Source: an optimization exercise on an open RTL-to-GDS flow (aim: small area and a short achievable clock period). Production flows keep margins and buffers that such runs may drop.
In this exercise RTL edits were held to simulation tests only and were not proved equivalent to the original.
No activity file was given, so power comes from the tool's default toggle rates.

==> v24: inputs <==
// cpu
module cpu (
    input wire clk,
    input wire reset,
    output wire [31:0] mem_addr,
    output wire        mem_wr,
    output wire [31:0] mem_wdata,
    input  wire [31:0] mem_rdata
);
export LEC_CHECK = 0
export CAP_MARGIN = 20
export CORE_MARGIN = 2
export CORE_UTILIZATION = 40
export SLEW_MARGIN = 20
create_clock -name core_clock -period 16.0 [get_ports {clk}]
standard.sh (not shown) runs the stock make flow with config.mk's settings and CLKGATE_MAP_FILE= SYNTH_SCRIPT=/design/flow/synth_recipe.tcl, a recipe that flattens the netlist after the stock synthesis.
==> flow/flow/run.sh <==
#!/bin/bash
# Layout flow: the standard synthesis, then the standard ORFS steps with
#  - fast buffers on the ports (buf_4 instead of the default delay-cell pick),
#  - timing repair free to change cell footprints and aiming below the 16 ns clock,
#  - a clock tree of clkbuf_8 leaf buffers driving up to 16 flip-flops, no dummy loads.
set -euo pipefail
cd "$(dirname "$0")/.."
bash standard.sh synth > flow_synth.log 2>&1
bash standard.sh \
  "BUFFER_PORTS_ARGS=-buffer_cell sky130_fd_sc_hd__buf_4" \
  MATCH_CELL_FOOTPRINT=0 \
  SETUP_SLACK_MARGIN=9.2 \
  CORE_UTILIZATION=55 \
  "CTS_ARGS=-sink_clustering_enable -repair_clock_nets -sink_clustering_size 16 -sink_clustering_max_diameter 70 -buf_list sky130_fd_sc_hd__clkbuf_8 -dont_use_dummy_load" \
  finish > flow_layout.log 2>&1
==> v3: changes against v24 <==
--- a/flow/design.v
+++ b/flow/design.v
@@ -1025,84 +1025,64 @@
     wire div_srcA, div_srcB, shift_src, Hi_src, Lo_src;
     wire [1:0] reg_dst, except, MEM_toMDR, BtoC, ALU_srcA;
     wire [2:0] IorD, ALU_srcB, ALU_OP, PC_src, regOP;
     wire [3:0] MEM_toreg;
     wire loadA, minit, mstep, wsel_hi, wsel_mid;
     wire OV, ZR, NEG, EQ, GT, LT;
     reg [31:0] PC, IR, A, B, ALUOut, EPC, Hi, Lo;
     reg        q;
-    reg        epc_valid, hl_valid;
     wire [5:0]  OPCODE = IR[31:26];
     wire [5:0]  FUNCT  = IR[5:0];
     wire [4:0]  RS     = IR[25:21];
     wire [4:0]  RT     = IR[20:16];
     wire [4:0]  RD     = IR[15:11];
     wire [15:0] IMM    = IR[15:0];
     wire [31:0] IMM_SX = {{16{IMM[15]}}, IMM};
     reg [31:0] rf [0:31];
     reg [31:0] valid;
     wire [4:0]  raddr = B_write ? RT : RS;
-    wire [7:0]  rsel = 8'b1 << raddr[2:0];
-    reg  [31:0] rgrp [0:3];
-    integer gi, gj;
-    always @* begin
-        for (gi = 0; gi < 4; gi = gi + 1) begin
-            rgrp[gi] = 32'b0;
-            for (gj = 0; gj < 8; gj = gj + 1)
-                rgrp[gi] = rgrp[gi] | (rf[gi*8+gj] & {32{rsel[gj]}});
-        end
-    end
-    wire [31:0] rdata = valid[raddr] ? rgrp[raddr[4:3]] : 32'b0;
+    wire [31:0] rdata = valid[raddr] ? rf[raddr] : 32'b0;
     reg  [4:0]  waddr;
     always @* begin
         case (reg_dst)
             2'b00: waddr = RT;
             2'b01: waddr = RD;
             2'b10: waddr = 5'd29;
             default: waddr = 5'd31;
         endcase
     end
-    wire        sh_var  = FUNCT[2];
-    wire [31:0] sh_in   = sh_var ? A : B;
-    wire [4:0]  sh_n    = sh_var ? B[4:0] : IMM[10:6];
-    wire        sh_left = ~FUNCT[1];
-    wire        sh_fill = FUNCT[0] & sh_in[31];
-    reg  [31:0] sh_rin, sh_out;
-    wire [31:0] sh_r;
-    integer si;
-    always @* begin
-        for (si = 0; si < 32; si = si + 1)
-            sh_rin[si] = sh_left ? sh_in[31-si] : sh_in[si];
-    end
-    wire [63:0] sh_ext = {{32{sh_fill}}, sh_rin};
-    assign sh_r = sh_ext >> sh_n;
-    always @* begin
-        for (si = 0; si < 32; si = si + 1)
-            sh_out[si] = sh_left ? sh_r[31-si] : sh_r[si];
+    wire        sh_var = FUNCT[2];
+    wire [31:0] sh_in  = sh_var ? A : B;
+    wire [4:0]  sh_n   = sh_var ? B[4:0] : IMM[10:6];
+    reg  [31:0] sh_out;
+    always @* begin
+        case (FUNCT[1:0])
+            2'b00:   sh_out = sh_in << sh_n;
+            2'b10:   sh_out = sh_in >> sh_n;
+            default: sh_out = $signed(sh_in) >>> sh_n;
+        endcase
     end
     reg [31:0] wdata;
     always @* begin
         case (MEM_toreg)
             4'b0000: wdata = ALUOut;
             4'b0001: wdata = A;           
-            4'b0010: wdata = hl_valid ? Hi : 32'b0;
-            4'b0011: wdata = hl_valid ? Lo : 32'b0;
+            4'b0010: wdata = Hi;
+            4'b0011: wdata = Lo;
             4'b0100: wdata = 32'd227;
             4'b0110: wdata = 32'd1;
             4'b0111: wdata = sh_out;
             4'b1000: wdata = {IMM, 16'b0};
             default: wdata = 32'b0;
         endcase
     end
-    integer wi;
     always @(posedge clk) begin
-        for (wi = 0; wi < 32; wi = wi + 1)
-            if (REG_write && waddr == wi)
-                rf[wi] <= wdata;
+        if (REG_write)
+            rf[waddr] <= wdata;
     end
     always @(posedge clk or posedge reset) begin
         if (reset)
             valid <= 32'b0;
         else if (REG_write)
             valid[waddr] <= 1'b1;
     end
     wire [31:0] alu_a = mstep ? Hi : (ALU_srcA == 2'b00 ? PC : A);
@@ -1158,49 +1138,44 @@
             B <= 32'b0;
         else if (B_write)
             B <= rdata;
     end
     always @(posedge clk) begin
         if (ALUReg_write)
             ALUOut <= alu_s;
     end
-    always @(posedge clk) begin
-        if (EPC_write)
-            EPC <= PC;
-    end
     always @(posedge clk or posedge reset) begin
-        if (reset) begin
-            epc_valid <= 1'b0;
-            hl_valid  <= 1'b0;
-        end else begin
-            if (EPC_write)
-                epc_valid <= 1'b1;
-            if (minit)
-                hl_valid <= 1'b1;
-        end
+        if (reset)
+            EPC <= 32'b0;
+        else if (EPC_write)
+            EPC <= PC;
     end
     reg [31:0] pc_in;
     always @* begin
         case (PC_src)
             3'b001:  pc_in = ALUOut;
             3'b010:  pc_in = {PC[31:28], IR[25:0], 2'b00};
             3'b011:  pc_in = {{24{mem_rdata[7]}}, mem_rdata[7:0]};
-            3'b100:  pc_in = epc_valid ? EPC : 32'b0;
+            3'b100:  pc_in = EPC;
             default: pc_in = alu_s;
         endcase
     end
     always @(posedge clk or posedge reset) begin
         if (reset)
             PC <= 32'b0;
         else if (PC_write)
             PC <= pc_in;
     end
-    always @(posedge clk) begin
-        if (minit) begin
+    always @(posedge clk or posedge reset) begin
+        if (reset) begin
+            Hi <= 32'b0;
+            Lo <= 32'b0;
+            q  <= 1'b0;
+        end else if (minit) begin
             Hi <= 32'b0;
             Lo <= A;
             q  <= 1'b0;
         end else if (mstep) begin
             Hi <= {alu_s[31], alu_s[31:1]};
             Lo <= {alu_s[0], Lo[31:1]};
             q  <= Lo[0];
         end
==> flow/run.sh (new file) <==
#!/bin/bash
# synth_recipe.tcl (not shown) runs the flow's synth.tcl, then flattens the netlist and writes it again
# the make line also repeats each setting of config.mk as NAME=value (left out here)
make -C /OpenROAD-flow-scripts/flow DESIGN_CONFIG=/design/flow/config.mk WORK_HOME=/design/flow/orfs CLKGATE_MAP_FILE= SYNTH_SCRIPT=/design/flow/synth_recipe.tcl finish
removed: flow/flow/run.sh
removed: flow/standard.sh
==> qor summary <==
quantity	v24	v3
Outcome	no timing/DRC/antenna violations	no timing/DRC/antenna violations
Maximum number of pins on one net before global-route repair	77	134
Number of tapcells	1500	2175
Combinational-cell power consumption	4.49 mW	4.65 mW
Capture instance of the worst register-to-register path	CTRL.COUNTER[1]	CTRL.PC_src[0]
Latest clock arrival within the worst-skew pair	0.87 ns	0.80 ns
Switch share	0.4134	0.3800
Relative contribution of the clock network to total power	0.159	0.261
EDFF count, synth	1187	1123
Hold Startpoint	valid[18]	valid[29]
Routability cong.	1.027	0.9881
Leakage power of the design	22.89 nW	25.46 nW
Post-detailed-routing wire length	227400 µm	224300 µm
Synthesis-stage register bit count	1366	1364
Area share of buffers outside the clock network	0.03163	0.02906

========
==> onyx <==
Another version of the RTL of cpu (not shown whole).
## cpu
module cpu (
    input wire clk,
    input wire reset,
    output wire [31:0] mem_addr,
    output wire        mem_wr,
    output wire [31:0] mem_wdata,
    input  wire [31:0] mem_rdata
);
==> flow/config.mk <==
export PLATFORM = sky130hd
export DESIGN_NAME = cpu
export DESIGN_NICKNAME = cpu
export VERILOG_FILES = /design/flow/design.v
export SDC_FILE = /design/flow/constraint.sdc
export NUM_CORES = 4
export LEC_CHECK = 0
export CAP_MARGIN = 20
export CORE_MARGIN = 2
export CORE_UTILIZATION = 55
export SLEW_MARGIN = 20
export SYNTH_HIERARCHICAL = 1
==> flow/constraint.sdc <==
create_clock -name core_clock -period 16.0 [get_ports {clk}]
set_input_delay 3.2000 -clock core_clock [delete_from_list [all_inputs] [get_ports {clk}]]
set_output_delay 3.2000 -clock core_clock [all_outputs]
set_load 0.01 [all_outputs]
==> flow/flow/run.sh <==
#!/bin/bash
# Layout flow: the standard synthesis, then the standard ORFS steps with
#  - small plain buffers on the ports (buf_2 instead of the default delay-cell pick; timing repair sizes the critical ones),
#  - timing repair free to change cell footprints and aiming below the 16 ns clock,
#  - a clock tree of clkbuf_8 leaf buffers driving up to 14 flip-flops, no dummy loads.
set -euo pipefail
cd "$(dirname "$0")/.."
bash standard.sh synth > flow_synth.log 2>&1
bash standard.sh \
  "BUFFER_PORTS_ARGS=-buffer_cell sky130_fd_sc_hd__buf_2" \
  MATCH_CELL_FOOTPRINT=0 \
  SETUP_SLACK_MARGIN=9.3 \
  "CTS_ARGS=-sink_clustering_enable -repair_clock_nets -sink_clustering_size 14 -sink_clustering_max_diameter 70 -buf_list sky130_fd_sc_hd__clkbuf_8 -dont_use_dummy_load" \
  finish > flow_layout.log 2>&1
==> quartz (differences from onyx) <==
--- a/flow/design.v
+++ b/flow/design.v
@@ -335,16 +335,20 @@
     wire [4:0]  RS     = IR[25:21];
     wire [4:0]  RT     = IR[20:16];
     wire [4:0]  RD     = IR[15:11];
     wire [15:0] IMM    = IR[15:0];
     wire [31:0] IMM_SX = {{16{IMM[15]}}, IMM};
     wire [31:0] valid;         
     reg [1:0]  phase;
-    always @(posedge clk)
-        phase <= phase + 2'd1;
+    always @(posedge clk or posedge reset) begin
+        if (reset)
+            phase <= 2'd0;
+        else
+            phase <= phase + 2'd1;
+    end
     wire        imm_shift = (OPCODE == 6'h00) && (FUNCT[5:2] == 4'b0000);
     wire [4:0]  raddr = (B_write || imm_shift) ? RT : RS;
     wire [1:0]  rpos = raddr[1:0] + phase;
     wire [31:0] rsel = (32'b1 << {raddr[4:2], rpos}) & valid;
     wire [31:0] rf [0:31];      
     wire [31:0] rdata;
     genvar rb, rk;
@@ -363,17 +367,15 @@
             2'b00: waddr = RT;
             2'b01: waddr = RD;
             2'b10: waddr = 5'd29;
             default: waddr = 5'd31;
         endcase
     end
     wire [31:0] sh_out;
-    wire [31:0] sh_out_n;
-    shifter u_sh (.A(A), .B(B[4:0]), .FUNCT(FUNCT), .SHAMT(IMM[10:6]), .Y_n(sh_out_n));
-    assign sh_out = ~sh_out_n;
+    shifter u_sh (.A(A), .B(B[4:0]), .FUNCT(FUNCT), .SHAMT(IMM[10:6]), .Y(sh_out));
     reg        wp;
     reg [4:0]  wp_addr;
     reg [3:0]  wp_sel;
     wire [4:0] w_addr = wp ? wp_addr : waddr;
     wire [3:0] w_sel  = wp ? wp_sel : MEM_toreg;
     wire       w_req  = wp | REG_write;
     wire       w_now  = w_req && ((w_addr[1:0] + phase + 2'd1) == 2'd0);
@@ -385,28 +387,36 @@
     end
     always @(posedge clk) begin
         if (!wp) begin
             wp_addr <= waddr;
             wp_sel  <= MEM_toreg;
         end
     end
-    reg [31:0] wdata;
-    always @* begin
-        case (w_sel)
-            4'b0000: wdata = ALUOut;
-            4'b0001: wdata = A;           
-            4'b0010: wdata = hl_valid ? Hi : 32'b0;
-            4'b0011: wdata = hl_valid ? Lo : 32'b0;
-            4'b0100: wdata = 32'd227;
-            4'b0110: wdata = 32'd1;
-            4'b0111: wdata = sh_out;
-            4'b1000: wdata = {IMM, 16'b0};
-            default: wdata = 32'b0;
-        endcase
-    end
+    wire ws_alu = (w_sel == 4'b0000);
+    wire ws_a   = (w_sel == 4'b0001);
+    wire ws_hi  = (w_sel == 4'b0010) & hl_valid;
+    wire ws_lo  = (w_sel == 4'b0011) & hl_valid;
+    wire ws_227 = (w_sel == 4'b0100);
+    wire ws_one = (w_sel == 4'b0110);
+    wire ws_sh  = (w_sel == 4'b0111);
+    wire ws_lui = (w_sel == 4'b1000);
+    wire [31:0] wconst = {24'b0, {3{ws_227}}, 3'b000, ws_227, ws_227 | ws_one};
+    wire [31:0] wdata;
+    genvar wb;
+    generate
+        for (wb = 0; wb < 32; wb = wb + 1) begin : wd
+            wire t0, t1;
+            aoi222 u_t0 (.a0(ALUOut[wb]), .b0(ws_alu), .a1(A[wb]), .b1(ws_a),
+                         .a2(Hi[wb]), .b2(ws_hi), .y(t0));
+            aoi222 u_t1 (.a0(Lo[wb]), .b0(ws_lo), .a1(sh_out[wb]), .b1(ws_sh),
+                         .a2(wb >= 16 ? IMM[wb % 16] : wconst[wb]),
+                         .b2(wb >= 16 ? ws_lui : 1'b1), .y(t1));
+            nand2 u_o (.a(t0), .b(t1), .y(wdata[wb]));
+        end
+    endgenerate
     genvar rg;
     generate
         for (rg = 0; rg < 8; rg = rg + 1) begin : ring
             reg  [31:0] p0, p1, p2, p3;
             wire        wr   = w_now && (w_addr[4:2] == rg);
             wire        wr_n = ~wr;
             wire [31:0] p0_in;
@@ -604,30 +614,31 @@
     assign y = ~((a0 & b0) | (a1 & b1) | (a2 & b2));
 endmodule
 module shifter (
     input  wire [31:0] A,
     input  wire [4:0]  B,
     input  wire [5:0]  FUNCT,
     input  wire [4:0]  SHAMT,
-    output wire [31:0] Y_n
+    output wire [31:0] Y
 );
     wire        left  = ~FUNCT[1];
+    wire        right = FUNCT[1];
     wire [4:0]  n     = FUNCT[2] ? B : SHAMT;
     wire        fill  = ~(FUNCT[0] & A[31]);     
     wire [31:0] s1, s2, s3, s4, s5, s6;
     genvar i;
     generate
         for (i = 0; i < 32; i = i + 1) begin : st
             mux2i m1 (.a(A[i]),    .b(A[31-i]),   .s(left), .y(s1[i]));
             mux2i m2 (.a(s1[i]),   .b(i + 1  < 32 ? s1[(i+1)  % 32] :  fill), .s(n[0]), .y(s2[i]));
             mux2i m3 (.a(s2[i]),   .b(i + 2  < 32 ? s2[(i+2)  % 32] : ~fill), .s(n[1]), .y(s3[i]));
             mux2i m4 (.a(s3[i]),   .b(i + 4  < 32 ? s3[(i+4)  % 32] :  fill), .s(n[2]), .y(s4[i]));
             mux2i m5 (.a(s4[i]),   .b(i + 8  < 32 ? s4[(i+8)  % 32] : ~fill), .s(n[3]), .y(s5[i]));
             mux2i m6 (.a(s5[i]),   .b(i + 16 < 32 ? s5[(i+16) % 32] :  fill), .s(n[4]), .y(s6[i]));
-            mux2i m7 (.a(s6[i]),   .b(s6[31-i]),  .s(left), .y(Y_n[i]));
+            ao22 m7 (.a0(s6[i]), .b0(right), .a1(s6[31-i]), .b1(left), .y(Y[i]));
         end
     endgenerate
 endmodule
 module mux2i (
     input  wire a,
     input  wire b,
     input  wire s,
@@ -642,26 +653,37 @@
     output reg  [31:0] s,
     output wire        ov,
     output wire        eq,
     output wire        lt,
     output wire        gt
 );
     wire [31:0] nb   = (op == 3'b001) ? b : ~b;
-    wire [32:0] sum  = {1'b0, a} + {1'b0, nb} + {32'b0, op[1]};
+    wire [32:0] sum;
+    add32 u_add (.a(a), .b(nb), .cin(op[1]), .s(sum));
     wire [31:0] soma = sum[31:0];
     wire        c31  = soma[31] ^ a[31] ^ nb[31];
     assign ov = sum[32] ^ c31;
     always @* begin
         case (op)
             3'b000:  s = a;
             3'b011:  s = a & b;
             default: s = soma;
         endcase
     end
-    assign eq = (soma == 32'b0) & ~ov;
+    wire [7:0] z4;
+    wire [1:0] z16;
+    genvar zi;
+    generate
+        for (zi = 0; zi < 8; zi = zi + 1) begin : zq
+            nor4 u_z (.a(soma[4*zi]), .b(soma[4*zi+1]), .c(soma[4*zi+2]), .d(soma[4*zi+3]), .y(z4[zi]));
+        end
+    endgenerate
+    nand4 u_z16a (.a(z4[0]), .b(z4[1]), .c(z4[2]), .d(z4[3]), .y(z16[0]));
+    nand4 u_z16b (.a(z4[4]), .b(z4[5]), .c(z4[6]), .d(z4[7]), .y(z16[1]));
+    assign eq = ~(z16[0] | z16[1] | ov);
     assign lt = (soma[31] & ~ov) | (ov & a[31]);
     assign gt = ((~soma[31] & ~ov) | (ov & ~a[31])) & ~eq;
 endmodule
 module nand2 (
     input  wire a,
     input  wire b,
     output wire y
@@ -684,7 +706,46 @@
     genvar i;
     generate
         for (i = 0; i < 32; i = i + 1) begin : b
             ao22 u (.a0(d[i]), .b0(en), .a1(q[i]), .b1(en_n), .y(y[i]));
         end
     endgenerate
 endmodule
+module add32 (
+    input  wire [31:0] a,
+    input  wire [31:0] b,
+    input  wire        cin,
+    output wire [32:0] s
+);
+    wire [31:0] p = a ^ b;
+    wire [31:0] g0 = (a & b) | {31'b0, p[0] & cin};
+    reg  [31:0] G, P;
+    integer l, i, j;
+    always @* begin
+        G = g0;
+        P = p;
+        for (l = 0; l < 5; l = l + 1) begin
+            for (i = 31; i >= 0; i = i - 1) begin
+                if ((i >> l) & 1) begin
+                    j = ((i >> l) << l) - 1;
+                    G[i] = G[i] | (P[i] & G[j]);
+                    P[i] = P[i] & P[j];
+                end
+            end
+        end
+    end
+    assign s[0] = p[0] ^ cin;
+    assign s[31:1] = p[31:1] ^ G[30:0];
+    assign s[32] = G[31];
+endmodule
+module nor4 (
+    input  wire a, b, c, d,
+    output wire y
+);
+    assign y = ~(a | b | c | d);
+endmodule
+module nand4 (
+    input  wire a, b, c, d,
+    output wire y
+);
+    assign y = ~(a & b & c & d);
+endmodule
==> pepper (differences from onyx) <==
--- a/flow/design.v
+++ b/flow/design.v
@@ -335,16 +335,20 @@
     wire [4:0]  RS     = IR[25:21];
     wire [4:0]  RT     = IR[20:16];
     wire [4:0]  RD     = IR[15:11];
     wire [15:0] IMM    = IR[15:0];
     wire [31:0] IMM_SX = {{16{IMM[15]}}, IMM};
     wire [31:0] valid;         
     reg [1:0]  phase;
-    always @(posedge clk)
-        phase <= phase + 2'd1;
+    always @(posedge clk or posedge reset) begin
+        if (reset)
+            phase <= 2'd0;
+        else
+            phase <= phase + 2'd1;
+    end
     wire        imm_shift = (OPCODE == 6'h00) && (FUNCT[5:2] == 4'b0000);
     wire [4:0]  raddr = (B_write || imm_shift) ? RT : RS;
     wire [1:0]  rpos = raddr[1:0] + phase;
     wire [31:0] rsel = (32'b1 << {raddr[4:2], rpos}) & valid;
     wire [31:0] rf [0:31];      
     wire [31:0] rdata;
     genvar rb, rk;
@@ -363,17 +367,15 @@
             2'b00: waddr = RT;
             2'b01: waddr = RD;
             2'b10: waddr = 5'd29;
             default: waddr = 5'd31;
         endcase
     end
     wire [31:0] sh_out;
-    wire [31:0] sh_out_n;
-    shifter u_sh (.A(A), .B(B[4:0]), .FUNCT(FUNCT), .SHAMT(IMM[10:6]), .Y_n(sh_out_n));
-    assign sh_out = ~sh_out_n;
+    shifter u_sh (.A(A), .B(B[4:0]), .FUNCT(FUNCT), .SHAMT(IMM[10:6]), .Y(sh_out));
     reg        wp;
     reg [4:0]  wp_addr;
     reg [3:0]  wp_sel;
     wire [4:0] w_addr = wp ? wp_addr : waddr;
     wire [3:0] w_sel  = wp ? wp_sel : MEM_toreg;
     wire       w_req  = wp | REG_write;
     wire       w_now  = w_req && ((w_addr[1:0] + phase + 2'd1) == 2'd0);
@@ -385,28 +387,36 @@
     end
     always @(posedge clk) begin
         if (!wp) begin
             wp_addr <= waddr;
             wp_sel  <= MEM_toreg;
         end
     end
-    reg [31:0] wdata;
-    always @* begin
-        case (w_sel)
-            4'b0000: wdata = ALUOut;
-            4'b0001: wdata = A;           
-            4'b0010: wdata = hl_valid ? Hi : 32'b0;
-            4'b0011: wdata = hl_valid ? Lo : 32'b0;
-            4'b0100: wdata = 32'd227;
-            4'b0110: wdata = 32'd1;
-            4'b0111: wdata = sh_out;
-            4'b1000: wdata = {IMM, 16'b0};
-            default: wdata = 32'b0;
-        endcase
-    end
+    wire ws_alu = (w_sel == 4'b0000);
+    wire ws_a   = (w_sel == 4'b0001);
+    wire ws_hi  = (w_sel == 4'b0010) & hl_valid;
+    wire ws_lo  = (w_sel == 4'b0011) & hl_valid;
+    wire ws_227 = (w_sel == 4'b0100);
+    wire ws_one = (w_sel == 4'b0110);
+    wire ws_sh  = (w_sel == 4'b0111);
+    wire ws_lui = (w_sel == 4'b1000);
+    wire [31:0] wconst = {24'b0, {3{ws_227}}, 3'b000, ws_227, ws_227 | ws_one};
+    wire [31:0] wdata;
+    genvar wb;
+    generate
+        for (wb = 0; wb < 32; wb = wb + 1) begin : wd
+            wire t0, t1;
+            aoi222 u_t0 (.a0(ALUOut[wb]), .b0(ws_alu), .a1(A[wb]), .b1(ws_a),
+                         .a2(Hi[wb]), .b2(ws_hi), .y(t0));
+            aoi222 u_t1 (.a0(Lo[wb]), .b0(ws_lo), .a1(sh_out[wb]), .b1(ws_sh),
+                         .a2(wb >= 16 ? IMM[wb % 16] : wconst[wb]),
+                         .b2(wb >= 16 ? ws_lui : 1'b1), .y(t1));
+            nand2 u_o (.a(t0), .b(t1), .y(wdata[wb]));
+        end
+    endgenerate
     genvar rg;
     generate
         for (rg = 0; rg < 8; rg = rg + 1) begin : ring
             reg  [31:0] p0, p1, p2, p3;
             wire        wr   = w_now && (w_addr[4:2] == rg);
             wire        wr_n = ~wr;
             wire [31:0] p0_in;
@@ -604,30 +614,31 @@
     assign y = ~((a0 & b0) | (a1 & b1) | (a2 & b2));
 endmodule
 module shifter (
     input  wire [31:0] A,
     input  wire [4:0]  B,
     input  wire [5:0]  FUNCT,
     input  wire [4:0]  SHAMT,
-    output wire [31:0] Y_n
+    output wire [31:0] Y
 );
     wire        left  = ~FUNCT[1];
+    wire        right = FUNCT[1];
     wire [4:0]  n     = FUNCT[2] ? B : SHAMT;
     wire        fill  = ~(FUNCT[0] & A[31]);     
     wire [31:0] s1, s2, s3, s4, s5, s6;
     genvar i;
     generate
         for (i = 0; i < 32; i = i + 1) begin : st
             mux2i m1 (.a(A[i]),    .b(A[31-i]),   .s(left), .y(s1[i]));
             mux2i m2 (.a(s1[i]),   .b(i + 1  < 32 ? s1[(i+1)  % 32] :  fill), .s(n[0]), .y(s2[i]));
             mux2i m3 (.a(s2[i]),   .b(i + 2  < 32 ? s2[(i+2)  % 32] : ~fill), .s(n[1]), .y(s3[i]));
             mux2i m4 (.a(s3[i]),   .b(i + 4  < 32 ? s3[(i+4)  % 32] :  fill), .s(n[2]), .y(s4[i]));
             mux2i m5 (.a(s4[i]),   .b(i + 8  < 32 ? s4[(i+8)  % 32] : ~fill), .s(n[3]), .y(s5[i]));
             mux2i m6 (.a(s5[i]),   .b(i + 16 < 32 ? s5[(i+16) % 32] :  fill), .s(n[4]), .y(s6[i]));
-            mux2i m7 (.a(s6[i]),   .b(s6[31-i]),  .s(left), .y(Y_n[i]));
+            ao22 m7 (.a0(s6[i]), .b0(right), .a1(s6[31-i]), .b1(left), .y(Y[i]));
         end
     endgenerate
 endmodule
 module mux2i (
     input  wire a,
     input  wire b,
     input  wire s,
@@ -642,26 +653,37 @@
     output reg  [31:0] s,
     output wire        ov,
     output wire        eq,
     output wire        lt,
     output wire        gt
 );
     wire [31:0] nb   = (op == 3'b001) ? b : ~b;
-    wire [32:0] sum  = {1'b0, a} + {1'b0, nb} + {32'b0, op[1]};
+    wire [32:0] sum;
+    add32 u_add (.a(a), .b(nb), .cin(op[1]), .s(sum));
     wire [31:0] soma = sum[31:0];
     wire        c31  = soma[31] ^ a[31] ^ nb[31];
     assign ov = sum[32] ^ c31;
     always @* begin
         case (op)
             3'b000:  s = a;
             3'b011:  s = a & b;
             default: s = soma;
         endcase
     end
-    assign eq = (soma == 32'b0) & ~ov;
+    wire [7:0] z4;
+    wire [1:0] z16;
+    genvar zi;
+    generate
+        for (zi = 0; zi < 8; zi = zi + 1) begin : zq
+            nor4 u_z (.a(soma[4*zi]), .b(soma[4*zi+1]), .c(soma[4*zi+2]), .d(soma[4*zi+3]), .y(z4[zi]));
+        end
+    endgenerate
+    nand4 u_z16a (.a(z4[0]), .b(z4[1]), .c(z4[2]), .d(z4[3]), .y(z16[0]));
+    nand4 u_z16b (.a(z4[4]), .b(z4[5]), .c(z4[6]), .d(z4[7]), .y(z16[1]));
+    assign eq = ~(z16[0] | z16[1] | ov);
     assign lt = (soma[31] & ~ov) | (ov & a[31]);
     assign gt = ((~soma[31] & ~ov) | (ov & ~a[31])) & ~eq;
 endmodule
 module nand2 (
     input  wire a,
     input  wire b,
     output wire y
@@ -684,7 +706,46 @@
     genvar i;
     generate
         for (i = 0; i < 32; i = i + 1) begin : b
             ao22 u (.a0(d[i]), .b0(en), .a1(q[i]), .b1(en_n), .y(y[i]));
         end
     endgenerate
 endmodule
+module add32 (
+    input  wire [31:0] a,
+    input  wire [31:0] b,
+    input  wire        cin,
+    output wire [32:0] s
+);
+    wire [31:0] p = a ^ b;
+    wire [31:0] g0 = (a & b) | {31'b0, p[0] & cin};
+    reg  [31:0] G, P;
+    integer l, i, j;
+    always @* begin
+        G = g0;
+        P = p;
+        for (l = 0; l < 5; l = l + 1) begin
+            for (i = 31; i >= 0; i = i - 1) begin
+                if ((i >> l) & 1) begin
+                    j = ((i >> l) << l) - 1;
+                    G[i] = G[i] | (P[i] & G[j]);
+                    P[i] = P[i] & P[j];
+                end
+            end
+        end
+    end
+    assign s[0] = p[0] ^ cin;
+    assign s[31:1] = p[31:1] ^ G[30:0];
+    assign s[32] = G[31];
+endmodule
+module nor4 (
+    input  wire a, b, c, d,
+    output wire y
+);
+    assign y = ~(a | b | c | d);
+endmodule
+module nand4 (
+    input  wire a, b, c, d,
+    output wire y
+);
+    assign y = ~(a & b & c & d);
+endmodule
==> flow/flow/run.sh (replaced) <==
#!/bin/bash
# Layout flow: the standard synthesis, then the standard ORFS steps with
#  - small plain buffers on the ports (buf_1 instead of the default delay-cell pick; timing repair sizes the critical ones),
#  - timing repair free to change cell footprints and aiming below the 16 ns clock,
#  - a clock tree of clkbuf_8 leaf buffers driving up to 16 flip-flops, no dummy loads.
set -euo pipefail
cd "$(dirname "$0")/.."
bash standard.sh synth > flow_synth.log 2>&1
bash standard.sh \
  "BUFFER_PORTS_ARGS=-buffer_cell sky130_fd_sc_hd__buf_1" \
  MATCH_CELL_FOOTPRINT=0 \
  SETUP_SLACK_MARGIN=9.3 \
  "CTS_ARGS=-sink_clustering_enable -repair_clock_nets -sink_clustering_size 16 -sink_clustering_max_diameter 70 -buf_list sky130_fd_sc_hd__clkbuf_8 -dont_use_dummy_load" \
  finish > flow_layout.log 2>&1
CAP_MARGIN = 10   (was 20)
SLEW_MARGIN = 10   (was 20)
==> out/metrics.csv <==
stage,metric,value,unit
floorplanning,Initial Util,55.5,%
pwr,Sw Ratio,38.2,%
route,WL met2,79600,um
pwr,combinational power share,32.3,%
synthesis,post-synthesis compound-gate area fraction,25.0,%
cells_and_area,fraction of area in registers,51.3,%
clock_network,CTS Buf Count,110,
pwr,total chip power,0.00974,W
pwr,Seq power,0.00492,W
cells_and_area,Inverters excl. clock,80,
global_routing,number of global-route vias before repair,37295,
synthesis,Post-Synth Adder-Cell Area,1.29,%
outcome,status,"complete, no violations",
cells_and_area,Syn-to-layout area delta,9.67,%
worst_setup_path,crit path cell chain,buf_12 -> nand2_4 -> nand2_4 -> buf_6,
place,hpwl dp,109000,um
The numbers above come from quartz.

==> out/metrics.csv <==
stage,metric,value,unit
cells_and_area,Syn-to-layout area delta,8.85,%
route,WL met2,81800,um
synthesis,top post-synthesis cells by count,"dfxtp_1, a22o_1, a222oi_1",
place,hpwl dp,119000,um
pwr,Seq power,0.00448,W
pwr,combinational power share,33.4,%
clock_network,CTS Buf Count,110,
cells_and_area,Inverters excl. clock,72,
floorplanning,Initial Util,55.4,%
synthesis,post-synthesis compound-gate area fraction,24.7,%
pwr,total chip power,0.00925,W
pwr,Sw Ratio,39.3,%
outcome,status,"complete, no violations",
cells_and_area,fraction of area in registers,50.9,%
global_routing,number of global-route vias before repair,38730,
synthesis,Post-Synth Adder-Cell Area,1.14,%
worst_setup_path,crit path cell chain,buf_12 -> nand2_4 -> nand2_4 -> buf_6,
The numbers above come from onyx.

==> out/metrics.csv <==
stage,metric,value,unit
outcome,status,"complete, no violations",
place,hpwl dp,109000,um
pwr,Sw Ratio,38.5,%
cells_and_area,clock network area share,2.57,%
synthesis,post-synthesis compound-gate area fraction,25.0,%
cells_and_area,Inverters excl. clock,80,
clock_network,CTS Buf Count,100,
global_routing,number of global-route vias before repair,37320,
route,WL met2,80500,um
The numbers above come from pepper.

## static timing again, ports no longer ideal
How much do the figures lean on ideal ports? The routed layouts below were timed once more, with nothing changed but the port constraints.
Step 1: set_driving_cell puts a clkbuf_16 on clk and a buf_2 on each other input, an assumption about the parent block.
Step 2 times the ports against the registers' clock, not the clock port: input delays grow and output delays shrink by t, the midpoint of the rising clock arrivals with the driver on.
Slacks: ideal ports / drivers / drivers and shift; pairs: ideal ports / drivers.
run | t (ns) | slack for setup (ns) | worst setup path at the end | clock arrival spread, ns | worst register clock-pin slew, ns
v24 | 0.880 | 9.129 / 9.092 / 9.092 | input to output | 0.135 / 0.136 | 0.12 / 0.12
v3 | 0.843 | 7.918 / 7.895 / 7.895 | input to output | 0.064 / 0.064 | 0.07 / 0.07
onyx | 0.848 | 9.213 / 9.097 / 9.097 | input to output | 0.106 / 0.106 | 0.11 / 0.11
quartz | 0.831 | 9.239 / 9.174 / 9.174 | input to output | 0.097 / 0.098 | 0.10 / 0.10
pepper | 0.803 | 9.244 / 9.198 / 9.198 | input to output | 0.150 / 0.150 | 0.12 / 0.12
After both steps setup and hold are still met in every run listed. For onyx, which loses most, drivers alone change the setup slack by -0.116 ns; drivers and shift together by -0.116 ns.
